This is an optimization exercise on Yosys and OpenROAD, whose aim is a short achievable clock period and few clock cycles, not a production implementation. RTL that was checked went through simulation tests only; none was proved equivalent to the original. No activity file was given, so power comes from the tool's default toggle rates.

==> nickel <==
## Top_Module
module Top_Module( clk , rst , imem_addr , imem_rdata , dmem_addr , dmem_wdata , dmem_we , dmem_re , dmem_rdata );
input clk , rst ;
output [31:0] imem_addr;
input  [31:0] imem_rdata;
output [31:0] dmem_addr;
output [31:0] dmem_wdata;
output        dmem_we;
output        dmem_re;
input  [31:0] dmem_rdata;
localparam NBTB = 8;
function [31:0] start_value(input integer r);
  case (r)
     1: start_value = 3;   2: start_value = 2;   3: start_value = 12;  4: start_value = 20;
     5: start_value = 3;   6: start_value = 44;  7: start_value = 4;   8: start_value = 2;
     9: start_value = 1;  10: start_value = 23; 11: start_value = 4;  12: start_value = 90;
    13: start_value = 10; 14: start_value = 20; 15: start_value = 30; 16: start_value = 40;
    17: start_value = 50; 18: start_value = 60; 19: start_value = 70; 20: start_value = 80;
    21: start_value = 80; 22: start_value = 90; 23: start_value = 70; 24: start_value = 60;
    25: start_value = 65; 26: start_value = 4;  27: start_value = 32; 28: start_value = 12;
    29: start_value = 34; 30: start_value = 5;  31: start_value = 10;
    default: start_value = 0;
  endcase
endfunction
reg [31:1] pcF;                  
reg [31:1] pcO;                  
reg        mweO, mreO;           
reg        vD;                   
reg [31:0] ir;                   
reg [31:1] pcD;                  
reg [31:0] s1, s2;               
reg [31:0] sd;                   
reg        dOP, dOPI, dLD, dST, dBR, dWR, dINV, dLOG;
reg [6:0]  dALU;                 
reg        vE;                   
reg [31:0] ea, eb;               
reg [31:0] ebs;                  
reg        ecin;                 
reg [31:0] eimm;                 
reg [31:1] etgt, eseq;           
reg        etne, esne;           
reg [31:1] epc;
reg [31:0] esd;                  
reg [4:0]  erd;
reg        eLD, eST, eBR, eWR;
reg [6:0]  eALU;
reg [31:0] maddr, mwdata;        
  ...
export LEC_CHECK = 0
export ABC_CLOCK_PERIOD_IN_PS = 4000
export CAP_MARGIN = 20
export CORE_MARGIN = 2
export CORE_UTILIZATION = 60
export PLACE_DENSITY = 0.7
export SLEW_MARGIN = 20
create_clock -name core_clock -period 20.0 [get_ports {clk}]
standard.sh (not shown) runs the stock make flow with config.mk's settings and CLKGATE_MAP_FILE= SYNTH_SCRIPT=/design/flow/synth_recipe.tcl, a recipe that flattens the netlist after the stock synthesis.
==> flow/flow/run.sh <==
#!/bin/bash
set -uo pipefail
MARGIN=${MARGIN:-15}
bash standard.sh SETUP_SLACK_MARGIN=$MARGIN REMOVE_ABC_BUFFERS=1 TNS_END_PERCENT=10 finish > flow_standard.log 2>&1
rc=$?
tail -20 flow_standard.log
exit $rc
==> pepper: changes against nickel <==
--- a/flow/design.v
+++ b/flow/design.v
@@ -17,37 +17,63 @@
     17: start_value = 50; 18: start_value = 60; 19: start_value = 70; 20: start_value = 80;
     21: start_value = 80; 22: start_value = 90; 23: start_value = 70; 24: start_value = 60;
     25: start_value = 65; 26: start_value = 4;  27: start_value = 32; 28: start_value = 12;
     29: start_value = 34; 30: start_value = 5;  31: start_value = 10;
     default: start_value = 0;
   endcase
 endfunction
+function [31:0] ks_add(input [31:0] a, input [31:0] b, input cin);
+  reg [31:0] g, p, gn, pn;
+  integer l, j;
+  begin
+    g = a & b;
+    p = a ^ b;
+    g[0] = g[0] | (p[0] & cin);
+    for (l = 1; l < 32; l = l * 2) begin
+      gn = g;
+      pn = p;
+      for (j = l; j < 32; j = j + 1) begin
+        gn[j] = g[j] | (p[j] & g[j-l]);
+        pn[j] = p[j] & p[j-l];
+      end
+      g = gn;
+      p = pn;
+    end
+    ks_add = (a ^ b) ^ {g[30:0], cin};
+  end
+endfunction
 reg [31:1] pcF;                  
 reg [31:1] pcO;                  
 reg        mweO, mreO;           
 reg        vD;                   
 reg [31:0] ir;                   
 reg [31:1] pcD;                  
+reg        dJ;                   
 reg [31:0] s1, s2;               
 reg [31:0] sd;                   
 reg        dOP, dOPI, dLD, dST, dBR, dWR, dINV, dLOG;
 reg [6:0]  dALU;                 
 reg        vE;                   
 reg [31:0] ea, eb;               
 reg [31:0] ebs;                  
 reg        ecin;                 
 reg [31:0] eimm;                 
 reg [31:1] etgt, eseq;           
 reg        etne, esne;           
+reg        eres, eeqD;           
 reg [31:1] epc;
 reg [31:0] esd;                  
 reg [4:0]  erd;
 reg        eLD, eST, eBR, eWR;
 reg [6:0]  eALU;
 reg [31:0] maddr, mwdata;        
+reg        cM;                   
+reg        mBR, eqM;             
+reg        mtne, msne;           
+reg [31:1] mtgt, mseq;           
 reg        mwe, mre;
 reg [31:0] wres;                 
 reg        wv;                   
 reg [31:0] wsd;                  
 reg [4:0]  wrd;
 reg [31:0] rf [1:31];
 reg [31:1] rw;                   
@@ -82,31 +108,33 @@
 wire iSRL = if7z & (if3 == 3'b101);
 wire iSRA = if7s & (if3 == 3'b101);
 wire iSLT = if7z & (if3 == 3'b010);
 wire iADD = ~(iSUB | iAND | iOR | iXOR | iSLL | iSRL | iSRA | iSLT);
 wire [31:0] is1 = (32'd1 << imem_rdata[19:15]) & 32'hFFFF_FFFE;
 wire [31:0] is2 = (32'd1 << imem_rdata[24:20]) & 32'hFFFF_FFFE;
 wire [31:0] isd = (32'd1 << imem_rdata[11:7])  & 32'hFFFF_FFFE;
-wire [31:0] sum  = ea + ebs + {31'd0, ecin};      
+wire [31:0] sum  = ks_add(ea, ebs, ecin);         
 wire        slt  = (ea[31] ^ eb[31]) ? ea[31] : sum[31];
 wire [4:0]  sh   = eb[4:0];
 wire [31:0] sll  = ea << sh;
 wire [31:0] srl  = ea >> sh;
 wire [31:0] sra  = $signed(ea) >>> sh;
 wire [31:0] lgc  = eALU[1] ? (ea & eb) : eALU[2] ? (ea | eb) : (ea ^ eb);
 wire [31:0] alu = ({32{eALU[0]}} & sum) |
                   ({32{eALU[1] | eALU[2] | eALU[3]}} & lgc) |
                   ({32{eALU[4]}} & sll) | ({32{eALU[5]}} & srl) | ({32{eALU[6]}} & sra) |
                   {31'd0, ~(|eALU) & slt};
-wire [31:0] addr  = ea + eimm;
+wire [31:0] addr  = ks_add(ea, eimm, 1'b0);
 wire        eq    = (ea == eb);
-wire        taken = eBR & eq;
-wire        redirE = vE & (taken ? etne : esne);
-wire [31:1] npcE  = taken ? etgt : eseq;
+wire        mtaken = mBR & eqM;
+wire        redirE = cM & (mtaken ? mtne : msne);
+wire [31:1] npcE  = mtaken ? mtgt : mseq;
 wire        wrE   = vE & eWR & (erd != 5'd0);
+wire        redirX = vE & eres & (eeqD ? etne : esne);
+wire [31:1] npcX  = eeqD ? etgt : eseq;
 wire [4:0] rs1 = ir[19:15];
 wire [4:0] rs2 = ir[24:20];
 wire [31:0] immI = {{20{ir[31]}}, ir[31:20]};
 wire [31:0] immS = {{20{ir[31]}}, ir[31:25], ir[11:7]};
 wire [31:1] immB = {{20{ir[31]}}, ir[7], ir[30:25], ir[11:8]};
 wire use1  = dOP | dOPI | dLD | dST | dBR;
 wire use2  = dOP | dST | dBR;
@@ -130,16 +158,29 @@
   end
 end
 wire [31:0] o1  = f1W ? wbd : rr1;
 wire [31:0] o2  = dOPI ? immI : f2W ? wbd : rr2;
 wire [31:0] r1  = f1E ? alu : o1;
 wire [31:0] r2  = f2E ? alu : o2;
 wire [31:0] r2s = f2E ? (alu ^ {32{dINV}}) : (o2 ^ {32{dINV}});
-wire [31:1] tgtD = pcD + immB;
-wire [31:1] seqD = pcD + 31'd2;
+wire [31:0] tgtDf = ks_add({pcD, 1'b0}, {immB, 1'b0}, 1'b0);
+wire [31:1] tgtD = tgtDf[31:1];        
+wire [31:1] seqD = pcD + 31'd2;        
+wire        tneD = (tgtD != pcF);      
+wire        sneD = (seqD != pcF);      
+wire [31:0] n1  = (f1W & wv) ? wres : rr1;      
+wire [31:0] n2  = (f2W & wv) ? wres : rr2;
+wire        ldD = mre & (f1W | f2W);
+wire [31:0] oc  = f1E ? n2 : n1;
+wire [31:0] fx  = ea ^ ebs ^ oc;
+wire [31:0] fk  = (ea & ebs) | ((ea ^ ebs) & ~oc);
+wire        feq = (fx == {fk[30:0], ecin});
+wire        resD = dBR & ~ldD & ((~f1E & ~f2E) | ((f1E ^ f2E) & eALU[0]));
+wire        eqD  = dJ | ((f1E | f2E) ? feq : (n1 == n2));
+wire        redirD = goD & dJ & tneD;
 reg         bhit;
 reg [31:1]  bpred;
 reg         xhit;
 reg [2:0]   xidx;
 integer k;
 always @(*) begin
   bhit  = 1'b0;
@@ -154,43 +195,47 @@
     if (bv[k] && btag[k] == epc) begin
       xhit = 1'b1;
       xidx = k;
     end
   end
 end
 wire        iJ    = iBR & (imem_rdata[19:15] == imem_rdata[24:20]);
-wire [31:1] tgtF  = pcF + {{20{imem_rdata[31]}}, imem_rdata[7], imem_rdata[30:25], imem_rdata[11:8]};
-wire [31:1] fnext = iJ ? tgtF : bhit ? bpred : pcF + 31'd2;
-wire [31:1] pcN = redirE ? npcE : stall ? pcF : fnext;
+wire [31:1] fpred = bhit ? bpred : pcF + 31'd2;
+wire [31:1] pcN  = redirE ? npcE : redirX ? npcX : stall ? pcF : redirD ? tgtD : fpred;
 always @(posedge clk or posedge rst) begin
   if (rst) begin
     pcF  <= 31'd0;
     vD   <= 1'b0;
     vE   <= 1'b0;
     mwe  <= 1'b0;
     mre  <= 1'b0;
     wv   <= 1'b0;
+    cM   <= 1'b0;
     bv   <= {NBTB{1'b0}};
     bptr <= 3'd0;
     uv   <= 1'b0;
   end else begin
     pcF <= pcN;
-    if (redirE) begin
+    if (redirE | redirX) begin
       vD  <= 1'b0;
       vE  <= 1'b0;
     end else if (stall) begin
       vE  <= 1'b0;
+    end else if (redirD) begin
+      vD  <= 1'b0;
+      vE  <= vD;
     end else begin
       vD  <= 1'b1;
       vE  <= vD;
     end
-    mwe <= vE & eST;
-    mre <= vE & eLD;
-    wv  <= wrE;
-    uv  <= vE & eBR;
+    mwe <= vE & eST & ~redirE;
+    mre <= vE & eLD & ~redirE;
+    wv  <= wrE & ~redirE;
+    uv  <= vE & eBR & ~redirE;
+    cM  <= vE & ~redirE;
     if (uv) begin
       if (ut) begin
         if (!uhit) begin
           bv[bptr] <= 1'b1;
           bptr <= bptr + 3'd1;
         end
       end else if (uhit) begin
@@ -209,36 +254,45 @@
     dOP  <= iOP;
     dOPI <= iOPI;
     dLD  <= iLD;
     dST  <= iST;
     dBR  <= iBR;
     dWR  <= iOP | iOPI;
     dINV <= (iOP | iOPI) & (iSUB | iSLT);
+    dJ   <= iJ;
     dALU <= {iSRA, iSRL, iSLL, iXOR, iOR, iAND, iADD | iSUB} & {7{iOP | iOPI}};
   end
   ea   <= r1;
   eb   <= r2;
   ebs  <= r2s;
   ecin <= dINV;
   eimm <= dST ? immS : immI;
   etgt <= tgtD;
   eseq <= seqD;
-  etne <= (tgtD != pcF);
-  esne <= (seqD != pcF);
+  etne <= tneD & ~dJ;                    
+  esne <= sneD & ~dJ;
+  eres <= resD & ~dJ;
+  eeqD <= eqD;
   epc  <= pcD;
   esd  <= sd;
   erd  <= ir[11:7];
   eLD  <= dLD;
   eST  <= dST;
   eBR  <= dBR;
   eWR  <= dWR;
   eALU <= dALU;
   pcO  <= rst ? 31'd0 : pcN;
-  mweO <= ~rst & vE & eST;
-  mreO <= ~rst & vE & eLD;
+  mweO <= ~rst & vE & eST & ~redirE;
+  mreO <= ~rst & vE & eLD & ~redirE;
+  mBR    <= eBR;
+  eqM    <= eq;
+  mtne   <= etne & ~eres;                
+  msne   <= esne & ~eres;
+  mtgt   <= etgt;
+  mseq   <= eseq;
   maddr  <= addr;
   mwdata <= eb;
   wres   <= alu;
   wsd    <= esd;
   wrd    <= erd;
   ut   <= eq;
   upc  <= epc;
==> flow/flow/run.sh (replaced) <==
#!/bin/bash
set -uo pipefail
MARGIN=${MARGIN:-14.6}
bash standard.sh SETUP_SLACK_MARGIN=$MARGIN REMOVE_ABC_BUFFERS=1 TNS_END_PERCENT=10 \
  MATCH_CELL_FOOTPRINT=0 'BUFFER_PORTS_ARGS=-buffer_cell sky130_fd_sc_hd__buf_4' \
  finish > flow_standard.log 2>&1
rc=$?
tail -20 flow_standard.log
exit $rc
CORE_UTILIZATION = 45   (was 60)
PLACE_DENSITY = 0.6   (was 0.7)
==> ember: changes against nickel <==
--- a/flow/design.v
+++ b/flow/design.v
@@ -17,20 +17,41 @@
     17: start_value = 50; 18: start_value = 60; 19: start_value = 70; 20: start_value = 80;
     21: start_value = 80; 22: start_value = 90; 23: start_value = 70; 24: start_value = 60;
     25: start_value = 65; 26: start_value = 4;  27: start_value = 32; 28: start_value = 12;
     29: start_value = 34; 30: start_value = 5;  31: start_value = 10;
     default: start_value = 0;
   endcase
 endfunction
+function [31:0] ks_add(input [31:0] a, input [31:0] b, input cin);
+  reg [31:0] g, p, gn, pn;
+  integer l, j;
+  begin
+    g = a & b;
+    p = a ^ b;
+    g[0] = g[0] | (p[0] & cin);
+    for (l = 1; l < 32; l = l * 2) begin
+      gn = g;
+      pn = p;
+      for (j = l; j < 32; j = j + 1) begin
+        gn[j] = g[j] | (p[j] & g[j-l]);
+        pn[j] = p[j] & p[j-l];
+      end
+      g = gn;
+      p = pn;
+    end
+    ks_add = (a ^ b) ^ {g[30:0], cin};
+  end
+endfunction
 reg [31:1] pcF;                  
 reg [31:1] pcO;                  
 reg        mweO, mreO;           
 reg        vD;                   
 reg [31:0] ir;                   
 reg [31:1] pcD;                  
+reg        dJ;                   
 reg [31:0] s1, s2;               
 reg [31:0] sd;                   
 reg        dOP, dOPI, dLD, dST, dBR, dWR, dINV, dLOG;
 reg [6:0]  dALU;                 
 reg        vE;                   
 reg [31:0] ea, eb;               
 reg [31:0] ebs;                  
@@ -40,14 +61,18 @@
 reg        etne, esne;           
 reg [31:1] epc;
 reg [31:0] esd;                  
 reg [4:0]  erd;
 reg        eLD, eST, eBR, eWR;
 reg [6:0]  eALU;
 reg [31:0] maddr, mwdata;        
+reg        cM;                   
+reg        mBR, eqM;             
+reg        mtne, msne;           
+reg [31:1] mtgt, mseq;           
 reg        mwe, mre;
 reg [31:0] wres;                 
 reg        wv;                   
 reg [31:0] wsd;                  
 reg [4:0]  wrd;
 reg [31:0] rf [1:31];
 reg [31:1] rw;                   
@@ -82,30 +107,30 @@
 wire iSRL = if7z & (if3 == 3'b101);
 wire iSRA = if7s & (if3 == 3'b101);
 wire iSLT = if7z & (if3 == 3'b010);
 wire iADD = ~(iSUB | iAND | iOR | iXOR | iSLL | iSRL | iSRA | iSLT);
 wire [31:0] is1 = (32'd1 << imem_rdata[19:15]) & 32'hFFFF_FFFE;
 wire [31:0] is2 = (32'd1 << imem_rdata[24:20]) & 32'hFFFF_FFFE;
 wire [31:0] isd = (32'd1 << imem_rdata[11:7])  & 32'hFFFF_FFFE;
-wire [31:0] sum  = ea + ebs + {31'd0, ecin};      
+wire [31:0] sum  = ks_add(ea, ebs, ecin);         
 wire        slt  = (ea[31] ^ eb[31]) ? ea[31] : sum[31];
 wire [4:0]  sh   = eb[4:0];
 wire [31:0] sll  = ea << sh;
 wire [31:0] srl  = ea >> sh;
 wire [31:0] sra  = $signed(ea) >>> sh;
 wire [31:0] lgc  = eALU[1] ? (ea & eb) : eALU[2] ? (ea | eb) : (ea ^ eb);
 wire [31:0] alu = ({32{eALU[0]}} & sum) |
                   ({32{eALU[1] | eALU[2] | eALU[3]}} & lgc) |
                   ({32{eALU[4]}} & sll) | ({32{eALU[5]}} & srl) | ({32{eALU[6]}} & sra) |
                   {31'd0, ~(|eALU) & slt};
-wire [31:0] addr  = ea + eimm;
+wire [31:0] addr  = ks_add(ea, eimm, 1'b0);
 wire        eq    = (ea == eb);
-wire        taken = eBR & eq;
-wire        redirE = vE & (taken ? etne : esne);
-wire [31:1] npcE  = taken ? etgt : eseq;
+wire        mtaken = mBR & eqM;
+wire        redirE = cM & (mtaken ? mtne : msne);
+wire [31:1] npcE  = mtaken ? mtgt : mseq;
 wire        wrE   = vE & eWR & (erd != 5'd0);
 wire [4:0] rs1 = ir[19:15];
 wire [4:0] rs2 = ir[24:20];
 wire [31:0] immI = {{20{ir[31]}}, ir[31:20]};
 wire [31:0] immS = {{20{ir[31]}}, ir[31:25], ir[11:7]};
 wire [31:1] immB = {{20{ir[31]}}, ir[7], ir[30:25], ir[11:8]};
 wire use1  = dOP | dOPI | dLD | dST | dBR;
@@ -130,16 +155,31 @@
   end
 end
 wire [31:0] o1  = f1W ? wbd : rr1;
 wire [31:0] o2  = dOPI ? immI : f2W ? wbd : rr2;
 wire [31:0] r1  = f1E ? alu : o1;
 wire [31:0] r2  = f2E ? alu : o2;
 wire [31:0] r2s = f2E ? (alu ^ {32{dINV}}) : (o2 ^ {32{dINV}});
-wire [31:1] tgtD = pcD + immB;
-wire [31:1] seqD = pcD + 31'd2;
+wire [31:0] tgtDf = ks_add({pcD, 1'b0}, {immB, 1'b0}, 1'b0);
+wire [31:1] tgtD = tgtDf[31:1];        
+wire [31:1] seqD = pcD + 31'd2;        
+wire        tneD = (tgtD != pcF);      
+wire        sneD = (seqD != pcF);      
+wire [31:0] n1  = (f1W & wv) ? wres : rr1;      
+wire [31:0] n2  = (f2W & wv) ? wres : rr2;
+wire        ldD = mre & (f1W | f2W);
+wire [31:0] oc  = f1E ? n2 : n1;
+wire [31:0] fx  = ea ^ ebs ^ oc;
+wire [31:0] fk  = (ea & ebs) | ((ea ^ ebs) & ~oc);
+wire        feq = (fx == {fk[30:0], ecin});
+wire        resD = dBR & ~ldD & ((~f1E & ~f2E) | ((f1E ^ f2E) & eALU[0]));
+wire        eqD  = dJ | ((f1E | f2E) ? feq : (n1 == n2));
+wire        rT   = goD & (resD | dJ) & tneD;             
+wire        rN   = goD & resD & ~dJ & sneD;              
+wire        redirD = eqD ? rT : rN;
 reg         bhit;
 reg [31:1]  bpred;
 reg         xhit;
 reg [2:0]   xidx;
 integer k;
 always @(*) begin
   bhit  = 1'b0;
@@ -154,43 +194,50 @@
     if (bv[k] && btag[k] == epc) begin
       xhit = 1'b1;
       xidx = k;
     end
   end
 end
 wire        iJ    = iBR & (imem_rdata[19:15] == imem_rdata[24:20]);
-wire [31:1] tgtF  = pcF + {{20{imem_rdata[31]}}, imem_rdata[7], imem_rdata[30:25], imem_rdata[11:8]};
-wire [31:1] fnext = iJ ? tgtF : bhit ? bpred : pcF + 31'd2;
-wire [31:1] pcN = redirE ? npcE : stall ? pcF : fnext;
+wire [31:1] fpred = bhit ? bpred : pcF + 31'd2;
+wire [31:1] pcK  = redirE ? npcE : stall ? pcF : fpred;
+wire [31:1] pcK1 = (~redirE & ~stall & rT) ? tgtD : pcK;
+wire [31:1] pcK0 = (~redirE & ~stall & rN) ? seqD : pcK;
+wire [31:1] pcN  = eqD ? pcK1 : pcK0;
 always @(posedge clk or posedge rst) begin
   if (rst) begin
     pcF  <= 31'd0;
     vD   <= 1'b0;
     vE   <= 1'b0;
     mwe  <= 1'b0;
     mre  <= 1'b0;
     wv   <= 1'b0;
+    cM   <= 1'b0;
     bv   <= {NBTB{1'b0}};
     bptr <= 3'd0;
     uv   <= 1'b0;
   end else begin
     pcF <= pcN;
     if (redirE) begin
       vD  <= 1'b0;
       vE  <= 1'b0;
     end else if (stall) begin
       vE  <= 1'b0;
+    end else if (redirD) begin
+      vD  <= 1'b0;
+      vE  <= vD;
     end else begin
       vD  <= 1'b1;
       vE  <= vD;
     end
-    mwe <= vE & eST;
-    mre <= vE & eLD;
-    wv  <= wrE;
-    uv  <= vE & eBR;
+    mwe <= vE & eST & ~redirE;
+    mre <= vE & eLD & ~redirE;
+    wv  <= wrE & ~redirE;
+    uv  <= vE & eBR & ~redirE;
+    cM  <= vE & ~redirE;
     if (uv) begin
       if (ut) begin
         if (!uhit) begin
           bv[bptr] <= 1'b1;
           bptr <= bptr + 3'd1;
         end
       end else if (uhit) begin
@@ -209,36 +256,43 @@
     dOP  <= iOP;
     dOPI <= iOPI;
     dLD  <= iLD;
     dST  <= iST;
     dBR  <= iBR;
     dWR  <= iOP | iOPI;
     dINV <= (iOP | iOPI) & (iSUB | iSLT);
+    dJ   <= iJ;
     dALU <= {iSRA, iSRL, iSLL, iXOR, iOR, iAND, iADD | iSUB} & {7{iOP | iOPI}};
   end
   ea   <= r1;
   eb   <= r2;
   ebs  <= r2s;
   ecin <= dINV;
   eimm <= dST ? immS : immI;
   etgt <= tgtD;
   eseq <= seqD;
-  etne <= (tgtD != pcF);
-  esne <= (seqD != pcF);
+  etne <= tneD & ~(resD | dJ);           
+  esne <= sneD & ~(resD | dJ);
   epc  <= pcD;
   esd  <= sd;
   erd  <= ir[11:7];
   eLD  <= dLD;
   eST  <= dST;
   eBR  <= dBR;
   eWR  <= dWR;
   eALU <= dALU;
   pcO  <= rst ? 31'd0 : pcN;
-  mweO <= ~rst & vE & eST;
-  mreO <= ~rst & vE & eLD;
+  mweO <= ~rst & vE & eST & ~redirE;
+  mreO <= ~rst & vE & eLD & ~redirE;
+  mBR    <= eBR;
+  eqM    <= eq;
+  mtne   <= etne;
+  msne   <= esne;
+  mtgt   <= etgt;
+  mseq   <= eseq;
   maddr  <= addr;
   mwdata <= eb;
   wres   <= alu;
   wsd    <= esd;
   wrd    <= erd;
   ut   <= eq;
   upc  <= epc;
==> flow/flow/run.sh (replaced) <==
#!/bin/bash
set -uo pipefail
MARGIN=${MARGIN:-14.6}
bash standard.sh SETUP_SLACK_MARGIN=$MARGIN REMOVE_ABC_BUFFERS=1 TNS_END_PERCENT=10 \
  MATCH_CELL_FOOTPRINT=0 'BUFFER_PORTS_ARGS=-buffer_cell sky130_fd_sc_hd__buf_4' \
  finish > flow_standard.log 2>&1
rc=$?
tail -20 flow_standard.log
exit $rc
CORE_UTILIZATION = 45   (was 60)
PLACE_DENSITY = 0.6   (was 0.7)
==> results.txt <==
multi-input combinational area share=between 30% and 40%; synth cell count leaders=1649 x edfxtp_1, 583 x a22oi_1, 515 x dfxtp_1; Comb. pwr=around 2.8 mW; status=no timing/DRC/antenna violations; largest net degree at the start of global routing=between 70 and 80; Slowest-stage cell, CP=fa_2; crit path from=rw[12]; share of cells above drive strength 1=approximately 17%; Crit path required time=approximately 21000 ps; M3 GR Usage=between 10% and 20%; VDD IR-drop max=slightly below 0.1 mV; clock latency (worst-skew pair)=940 ps; fraction of registers with async set/reset=between 3 and 4%; Crit Reg-Reg Startpoint=rw[12]; Period Utilization, post-route=about 28%; invs w/o clock=about 220
The numbers above come from ember.

==> results.txt <==
status=no timing/DRC/antenna violations; Slowest-stage cell, CP=ha_4; fraction of registers with async set/reset=3.53%; M3 GR Usage=between 15 and 20%; synth cell count leaders=1648 x edfxtp_1, 482 x dfxtp_1, 426 x xnor2_1; crit path from=imem_rdata[31]; Comb. pwr=2.09 mW; clock latency (worst-skew pair)=910 ps; Crit path required time=about 21000 ps
The numbers above come from nickel.

==> results.txt <==
FFs & Latches=between 2000 and 2500; share of cells above drive strength 1=12.7%; synth cell count leaders=1649 x edfxtp_1, 519 x a22oi_1, 517 x dfxtp_1; Slowest-stage cell, CP=or4_1; M3 GR Usage=a little over an eighth; Comb. pwr=roughly 2.0 mW; multi-input combinational area share=between 30% and 40%; VDD IR-drop max=0.0882 mV; largest net degree at the start of global routing=84; clock latency (worst-skew pair)=approximately 940 ps; Period Utilization, post-route=~28%; fraction of registers with async set/reset=3.52%; clkbuf count=~300; invs w/o clock=around 200; Crit Reg-Reg Startpoint=s2[18]; Crit path required time=slightly above 20000 ps; status=no timing/DRC/antenna violations
The numbers above come from pepper.

Testbench counts of pepper, summed over its fixed seeds: cycles 29,644.
Testbench counts of ember, summed over its fixed seeds: cycles 29,387.
Only the layout flow was run in nickel; the RTL was not checked for function there.

-- afterwards: timing with drivers on the ports --
How much do the figures lean on ideal ports? The routed layouts below were timed once more, with nothing changed but the port constraints. Step 1, drivers: a clkbuf_16 drives clk and a buf_2 each remaining input, both assumed. Step 2 times the ports against the registers' clock, not the clock port: input delays grow and output delays shrink by t, the midpoint of the rising clock arrivals with the driver on. Slacks: ideal / step 1 / step 2; pairs: ideal / step 1.
run | t (ns) | setup WS [ns] | worst data-port slew with drivers (ns) | pins driven straight from the clock port
nickel | 0.971 | 14.205 / 14.246 / 13.275 | 0.11 | 1
pepper | 0.979 | 14.482 / 14.415 / 13.586 | 0.23 | 1
ember | 1.011 | 14.436 / 14.436 / 13.676 | 0.12 | 1
After both steps every run listed still meets setup and hold. The setup slack of nickel, which loses most, moves by +0.041 ns with the drivers and by -0.930 ns with both steps.
